From an optimization exercise on the open Yosys and OpenROAD flow, aimed at small area; shortcuts taken in it are not production practice. Where RTL was checked, it was by simulation tests only, not by an equivalence proof against the original.

## zinc
## UART_wrapper
module UART_wrapper (clk, rst, rx, rx_rd_en, tx_wr_data, tx_wr_en, rx_rd_data, rx_empty, rx_full, tx, tx_full,
                     rx_parity_error, rx_frame_error);
Size in the first run: about 760 cells after synthesis, ~27 I/O pins, about 12000 um2 of cells after synthesis.
==> module UART_FIFO, before the edit <==
module UART_FIFO (clk, rst, wr_en, wr_data, rd_en, rd_data, empty, full, head);
    input clk, rst, wr_en, rd_en;
    input [7:0] wr_data;
    output empty, full;
    output reg [7:0] rd_data;
    output [7:0] head;
    reg [127:0] mem;
    reg [4:0] last;
    assign empty = (last == 5'b11111);
    assign full  = (last == 5'b01111);
    wire [15:0] sel = 16'd1 << last[3:0];
    wire [7:0] p0, p1, p2, p3, p4, p5, q0, q1;
    UART_AOI222 s0 (.a(mem[7:0]),     .b(mem[15:8]),    .c(mem[23:16]),
                    .sa(sel[0]),  .sb(sel[1]),  .sc(sel[2]),  .y(p0));
    UART_AOI222 s1 (.a(mem[31:24]),   .b(mem[39:32]),   .c(mem[47:40]),
                    .sa(sel[3]),  .sb(sel[4]),  .sc(sel[5]),  .y(p1));
    UART_AOI222 s2 (.a(mem[55:48]),   .b(mem[63:56]),   .c(mem[71:64]),
                    .sa(sel[6]),  .sb(sel[7]),  .sc(sel[8]),  .y(p2));
    UART_AOI222 s3 (.a(mem[79:72]),   .b(mem[87:80]),   .c(mem[95:88]),
                    .sa(sel[9]),  .sb(sel[10]), .sc(sel[11]), .y(p3));
    UART_AOI222 s4 (.a(mem[103:96]),  .b(mem[111:104]), .c(mem[119:112]),
                    .sa(sel[12]), .sb(sel[13]), .sc(sel[14]), .y(p4));
    UART_NAND2  s5 (.a(mem[127:120]), .sa(sel[15]), .y(p5));
    UART_NAND3  n0 (.a(p0), .b(p1), .c(p2), .y(q0));
    UART_NAND3  n1 (.a(p3), .b(p4), .c(p5), .y(q1));
    assign head = q0 | q1;
    wire do_wr = wr_en & ~full;
    wire do_rd = rd_en & ~empty;
    wire up = do_wr & ~do_rd;
    wire down = do_rd & ~do_wr;
    wire [4:0] flip;
    assign flip[0] = up | down;
    assign flip[1] = (up & last[0]) | (down & ~last[0]);
    assign flip[2] = (up & (&last[1:0])) | (down & ~(|last[1:0]));
    assign flip[3] = (up & (&last[2:0])) | (down & ~(|last[2:0]));
    assign flip[4] = (up & (&last[3:0])) | (down & ~(|last[3:0]));
    always @ (posedge clk) begin
        if (do_wr)
            mem <= {mem[119:0], wr_data};
    end
    always @ (posedge clk) begin
        if (rst)
            last <= 5'b11111;
        else
            last <= last ^ flip;
    end
    always @ (posedge clk) begin
        if (do_rd | rst)
            rd_data <= head & {8{~rst}};
    end
endmodule
==> module UART_TX, before the edit <==
module UART_TX (clk, S_tick, tx_start, rst, din, head, tx, tx_done_tick);
    input clk, tx_start, rst;
    input S_tick;
    input [7:0] din, head;
    output tx_done_tick;
    output reg tx;
    reg active, same, ready, par;
    reg [3:0] idx, tick_count;
    assign tx_done_tick = ~active & ~idx[0];
    wire bit_end = S_tick & (tick_count == 4'd15);
    wire last = (idx == 4'd1);
    wire equal;
    UART_EQ8 compare (.a(head), .b(din), .y(equal));
    wire frame_bit;
    UART_FRAME_BIT frame (.idx(idx), .din(din), .par(par), .y(frame_bit));
    always @ (posedge clk, posedge rst) begin
        if (rst) begin
            active <= 1'b0;
            same <= 1'b0;
            ready <= 1'b0;
            tx <= 1'b1;
        end
        else begin
            tx <= active ? frame_bit : 1'b1;
            ready <= ~active & same;
            if (~active & tx_start)
                same <= ~tx_done_tick | equal;
            if (~active)
                active <= tx_start & ready;
            else if (bit_end & last)
                active <= 1'b0;
        end
    end
    always @ (posedge clk) begin
        if (~active) begin
            tick_count <= 4'd0;
            idx <= 4'd7;
            par <= 1'b0;
        end
        else if (S_tick) begin
            tick_count <= tick_count + 1'b1;
            if (tick_count == 4'd15) begin
                idx <= idx + 1'b1;
                par <= par ^ frame_bit;
            end
        end
    end
endmodule
==> module UART_EQ8, before the edit <==
module UART_EQ8 (a, b, y);
    input [7:0] a, b;
    output y;
    assign y = (a == b);
endmodule
==> module UART_FRAME_BIT, before the edit <==
module UART_FRAME_BIT (idx, din, par, y);
    input [3:0] idx;
    input [7:0] din;
    input par;
    output y;
    assign y = idx[3] ? din[idx[2:0]] : (~idx[1] & (idx[0] | par));
endmodule
==> module UART_RX, before the edit <==
module UART_RX (clk, S_tick, rst, rx, dout, rx_done_tick, parity_error, frame_error);
    parameter IDLE = 2'b00;
    parameter START = 2'b01;
    parameter SHIFT = 2'b10;
    parameter STOP = 2'b11;
    input clk, rst;
    input S_tick;
    input rx;
    output [7:0] dout;
    output reg rx_done_tick;
    output reg parity_error;
    output frame_error;
    reg [1:0] cs;
    reg [3:0] tick_count;
    reg [8:0] data;
    reg par, start_bit;
    assign dout = data[8:1];
    wire bit_end = S_tick & (tick_count == 4'd15);
    assign frame_error = rx_done_tick & (start_bit | (cs == STOP));
    always @ (posedge clk, posedge rst) begin
        if (rst) begin
            cs <= IDLE;
            rx_done_tick <= 1'b0;
            parity_error <= 1'b0;
        end
        else begin
            rx_done_tick <= (cs == STOP) & bit_end;
            parity_error <= (cs == STOP) & par;
            case (cs)
                IDLE:  if (~rx) cs <= START;
                START: if (bit_end) cs <= SHIFT;
                SHIFT: if (bit_end & data[0]) cs <= STOP;
                STOP:  if (bit_end & rx) cs <= IDLE;
            endcase
        end
    end
    always @ (posedge clk) begin
        if (cs == IDLE) begin
            tick_count <= 4'd8;
            data <= 9'h100;
            par <= 1'b0;
        end
        else if (S_tick)
            tick_count <= tick_count + 1'b1;
        if (bit_end) begin
            if (cs == START)
                start_bit <= rx;
            if (cs == SHIFT) begin
                par <= par ^ rx;
                if (~data[0])
                    data <= {rx, data[8:1]};
            end
        end
    end
endmodule
==> flow/config.mk <==
export PLATFORM = sky130hd
export DESIGN_NAME = UART_wrapper
export DESIGN_NICKNAME = UART_wrapper
export VERILOG_FILES = /design/flow/design.v
export SDC_FILE = /design/flow/constraint.sdc
export NUM_CORES = 4
export LEC_CHECK = 0
export CAP_MARGIN = 20
export CORE_MARGIN = 2
export CORE_UTILIZATION = 55
export SLEW_MARGIN = 20
export SYNTH_HIERARCHICAL = 1
export SYNTH_MINIMUM_KEEP_SIZE = 0
==> flow/constraint.sdc <==
create_clock -name core_clock -period 20.0 [get_ports {clk}]
set_input_delay 4.0000 -clock core_clock [delete_from_list [all_inputs] [get_ports {clk}]]
set_output_delay 4.0000 -clock core_clock [all_outputs]
set_load 0.01 [all_outputs]
standard.sh (not shown) runs the stock make flow with config.mk's settings and CLKGATE_MAP_FILE= SYNTH_SCRIPT=/design/flow/synth_recipe.tcl, a recipe that flattens the netlist after the stock synthesis.
==> flow/flow/run.sh <==
#!/bin/bash
# Own flow: the standard synthesis, then the standard ORFS steps with
#  - cells downsized to their smallest equivalent before placement (flow/downsize.tcl),
#  - port buffers made with buf_1,
#  - a clock tree of small clock buffers without dummy loads.
set -euo pipefail
HERE=$(pwd)
bash standard.sh synth > synth.log 2>&1
export PRE_GLOBAL_PLACE_TCL=$HERE/flow/downsize.tcl
export BUFFER_PORTS_ARGS="-buffer_cell sky130_fd_sc_hd__buf_1"
export CTS_ARGS="-sink_clustering_enable -repair_clock_nets -buf_list {sky130_fd_sc_hd__clkbuf_16} -sink_clustering_size 34 -sink_clustering_max_diameter 100 -dont_use_dummy_load"
bash standard.sh > layout.log 2>&1
==> flow/flow/downsize.tcl <==
# Area recovery before placement: give every cell the smallest-area cell of the same function
# and pins (its drive strength may change; a register stays the same kind of register). Repair
# later in the flow upsizes or buffers again where slew, capacitance or timing need it.
set lib [lindex [get_libs *] 0]
sta::make_equiv_cells $lib
set dont_use_pat {probe|lpflow|clkdlybuf|dlygate|dlymetal|clkbuf|clkinv}
set saved 0.0
set n 0
foreach inst [[ord::get_db_block] getInsts] {
  set master [$inst getMaster]
  if { [$master getType] ne "CORE" } { continue }
  set name [$master getName]
  set cell [get_lib_cells -quiet $name]
  if { $cell eq "" } { continue }
  set best $name
  set best_area [expr { [$master getWidth] * [$master getHeight] }]
  foreach eq [sta::find_equiv_cells $cell] {
    set en [get_name $eq]
    if { [regexp $dont_use_pat $en] } { continue }
    set m [[ord::get_db] findMaster $en]
    if { $m eq "NULL" } { continue }
    set a [expr { [$m getWidth] * [$m getHeight] }]
    if { $a < $best_area } { set best $en; set best_area $a }
  }
  if { $best ne $name } {
    set old [expr { [$master getWidth] * [$master getHeight] }]
    set saved [expr { $saved + $old - $best_area }]
    incr n
    replace_cell [$inst getName] $best
  }
}
set dbu [[ord::get_db_block] getDbUnitsPerMicron]
puts "downsize: $n cells replaced, [expr { $saved / $dbu / $dbu }] um2 saved"
Looking at the reports, zinc completed the entire flow and the layout it produced met the timing, DRC and antenna checks.
Relative to zinc, the following input files were edited for maple:
==> flow/design.v, changed modules only <==
module UART_FIFO (clk, rst, wr_en, wr_data, rd_en, rd_data, empty, full, head);
    input clk, rst, wr_en, rd_en;
    input [7:0] wr_data;
    output empty, full;
    output reg [7:0] rd_data;
    output [7:0] head;
    reg [127:0] mem;
    reg [4:0] last;
    assign empty = (last == 5'b11111);
    assign full  = (last == 5'b01111);
    wire [15:0] sel = 16'd1 << last[3:0];
    wire [7:0] p0, p1, p2, p3, p4, p5, q0, q1;
    UART_AOI222 s0 (.a(mem[7:0]),     .b(mem[15:8]),    .c(mem[23:16]),
                    .sa(sel[0]),  .sb(sel[1]),  .sc(sel[2]),  .y(p0));
    UART_AOI222 s1 (.a(mem[31:24]),   .b(mem[39:32]),   .c(mem[47:40]),
                    .sa(sel[3]),  .sb(sel[4]),  .sc(sel[5]),  .y(p1));
    UART_AOI222 s2 (.a(mem[55:48]),   .b(mem[63:56]),   .c(mem[71:64]),
                    .sa(sel[6]),  .sb(sel[7]),  .sc(sel[8]),  .y(p2));
    UART_AOI222 s3 (.a(mem[79:72]),   .b(mem[87:80]),   .c(mem[95:88]),
                    .sa(sel[9]),  .sb(sel[10]), .sc(sel[11]), .y(p3));
    UART_AOI222 s4 (.a(mem[103:96]),  .b(mem[111:104]), .c(mem[119:112]),
                    .sa(sel[12]), .sb(sel[13]), .sc(sel[14]), .y(p4));
    UART_NAND2  s5 (.a(mem[127:120]), .sa(sel[15]), .y(p5));
    UART_NAND3  n0 (.a(p0), .b(p1), .c(p2), .y(q0));
    UART_NAND3  n1 (.a(p3), .b(p4), .c(p5), .y(q1));
    assign head = q0 | q1;
    wire do_wr = wr_en & ~full;
    wire do_rd = rd_en & ~empty;
    wire up = do_wr & ~do_rd;
    wire down = do_rd & ~do_wr;
    wire [4:0] flip;
    assign flip[0] = up | down;
    assign flip[1] = (up & last[0]) | (down & ~last[0]);
    assign flip[2] = (up & (&last[1:0])) | (down & ~(|last[1:0]));
    assign flip[3] = (up & (&last[2:0])) | (down & ~(|last[2:0]));
    assign flip[4] = (up & (&last[3:0])) | (down & ~(|last[3:0]));
    always @ (posedge clk) begin
        if (do_wr)
            mem <= {mem[119:0], wr_data};
    end
    always @ (posedge clk) begin
        if (rst) begin
            rd_data <= 8'd0;
            last <= 5'b11111;
        end
        else begin
            last <= last ^ flip;
            if (do_rd)
                rd_data <= head;
        end
    end
endmodule
module UART_TX (clk, S_tick, tx_start, rst, din, head, tx, tx_done_tick);
    input clk, tx_start, rst;
    input S_tick;
    input [7:0] din, head;
    output tx_done_tick;
    output reg tx;
    reg active, same, ready, par;
    reg [3:0] idx, tick_count;
    assign tx_done_tick = ~active & idx[3];
    wire bit_end = S_tick & (tick_count == 4'd15);
    wire last = (idx == 4'd10);
    reg frame_bit;
    always @ (*) begin
        case (idx)
            4'd0: frame_bit = 1'b0;
            4'd1: frame_bit = din[0];
            4'd2: frame_bit = din[1];
            4'd3: frame_bit = din[2];
            4'd4: frame_bit = din[3];
            4'd5: frame_bit = din[4];
            4'd6: frame_bit = din[5];
            4'd7: frame_bit = din[6];
            4'd8: frame_bit = din[7];
            4'd9: frame_bit = par;
            default: frame_bit = 1'b1;
        endcase
    end
    always @ (posedge clk, posedge rst) begin
        if (rst) begin
            active <= 1'b0;
            same <= 1'b0;
            ready <= 1'b0;
            tx <= 1'b1;
        end
        else begin
            tx <= active ? frame_bit : 1'b1;
            ready <= ~active & same;
            if (~active & tx_start)
                same <= tx_done_tick ? (head == din) : 1'b1;
            if (~active)
                active <= tx_start & ready;
            else if (bit_end & last)
                active <= 1'b0;
        end
    end
    always @ (posedge clk) begin
        if (~active) begin
            tick_count <= 4'd0;
            idx <= 4'd0;
            par <= 1'b0;
        end
        else if (S_tick) begin
            tick_count <= tick_count + 1'b1;
            if (tick_count == 4'd15) begin
                idx <= idx + 1'b1;
                par <= par ^ frame_bit;
            end
        end
    end
endmodule
module UART_RX (clk, S_tick, rst, rx, dout, rx_done_tick, parity_error, frame_error);
    parameter IDLE = 2'b00;
    parameter START = 2'b01;
    parameter SHIFT = 2'b10;
    parameter STOP = 2'b11;
    input clk, rst;
    input S_tick;
    input rx;
    output [7:0] dout;
    output reg rx_done_tick;
    output reg parity_error;
    output frame_error;
    reg [1:0] cs;
    reg [3:0] tick_count;
    reg [8:0] data;
    reg par, start_bit;
    assign dout = data[8:1];
    wire bit_end = S_tick & (tick_count == 4'd15);
    assign frame_error = rx_done_tick & (start_bit | (cs == STOP));
    always @ (posedge clk, posedge rst) begin
        if (rst) begin
            cs <= IDLE;
            rx_done_tick <= 1'b0;
            parity_error <= 1'b0;
        end
        else begin
            rx_done_tick <= (cs == STOP) & bit_end;
            parity_error <= (cs == STOP) & par;
            case (cs)
                IDLE:  if (~rx) cs <= START;
                START: if (bit_end) cs <= SHIFT;
                SHIFT: if (bit_end & data[0]) cs <= STOP;
                STOP:  if (bit_end & rx) cs <= IDLE;
            endcase
        end
    end
    always @ (posedge clk) begin
        if (cs == IDLE) begin
            tick_count <= 4'd8;
            data <= 9'h100;
        end
        else if (S_tick)
            tick_count <= tick_count + 1'b1;
        if (bit_end) begin
            if (cs == START) begin
                start_bit <= rx;
                par <= 1'b0;
            end
            if (cs == SHIFT) begin
                par <= par ^ rx;
                if (~data[0])
                    data <= {rx, data[8:1]};
            end
        end
    end
endmodule
// module UART_EQ8 removed
// module UART_FRAME_BIT removed
## What came out
- No stage failed in maple, and the final checks on the layout all came back clean.
- Sort maple and zinc by maximum fanout encountered on the critical timing path asc -> top: zinc
- Delta (maple minus zinc): starting density of the core went down 0.53 points, worst-case setup slack after placement now smaller.
- maple ends up with a met2 usage that is 0.15 points lower than in zinc.
- On maple: mux cell area share after synthesis is 0.62 points lower than what zinc gave.
- Fmax: maple worse than zinc
No functional check of the RTL was part of maple.

port drivers added, routing unchanged:
Ports are ideal in the flow. The routed layouts listed here were re-timed in OpenROAD.
Step 1, drivers: a clkbuf_16 drives clk and a buf_2 each remaining input, both assumed.
Step 2 adds t to the input delays and takes it off the output delays; t is the mean of the earliest and latest rising clock arrival at the registers after step 1. Input paths then give back, and output paths get back, about the clock's delay inside the block.
a / b / c = no drivers / after step 1 / after step 2; a / b = the first two.
| run | t (ns) | setup WS [ns] | worst setup path after step 2 | clock arrival spread, ns | worst data-port slew with drivers (ns) |
|---|---|---|---|---|---|
| zinc | 0.516 | 14.225 / 14.178 / 14.312 | input to register | 0.051 / 0.051 | 0.03 |
| maple | 0.525 | 13.942 / 13.894 / 13.974 | input to register | 0.022 / 0.022 | 0.03 |
After both steps every run listed still meets setup and hold.
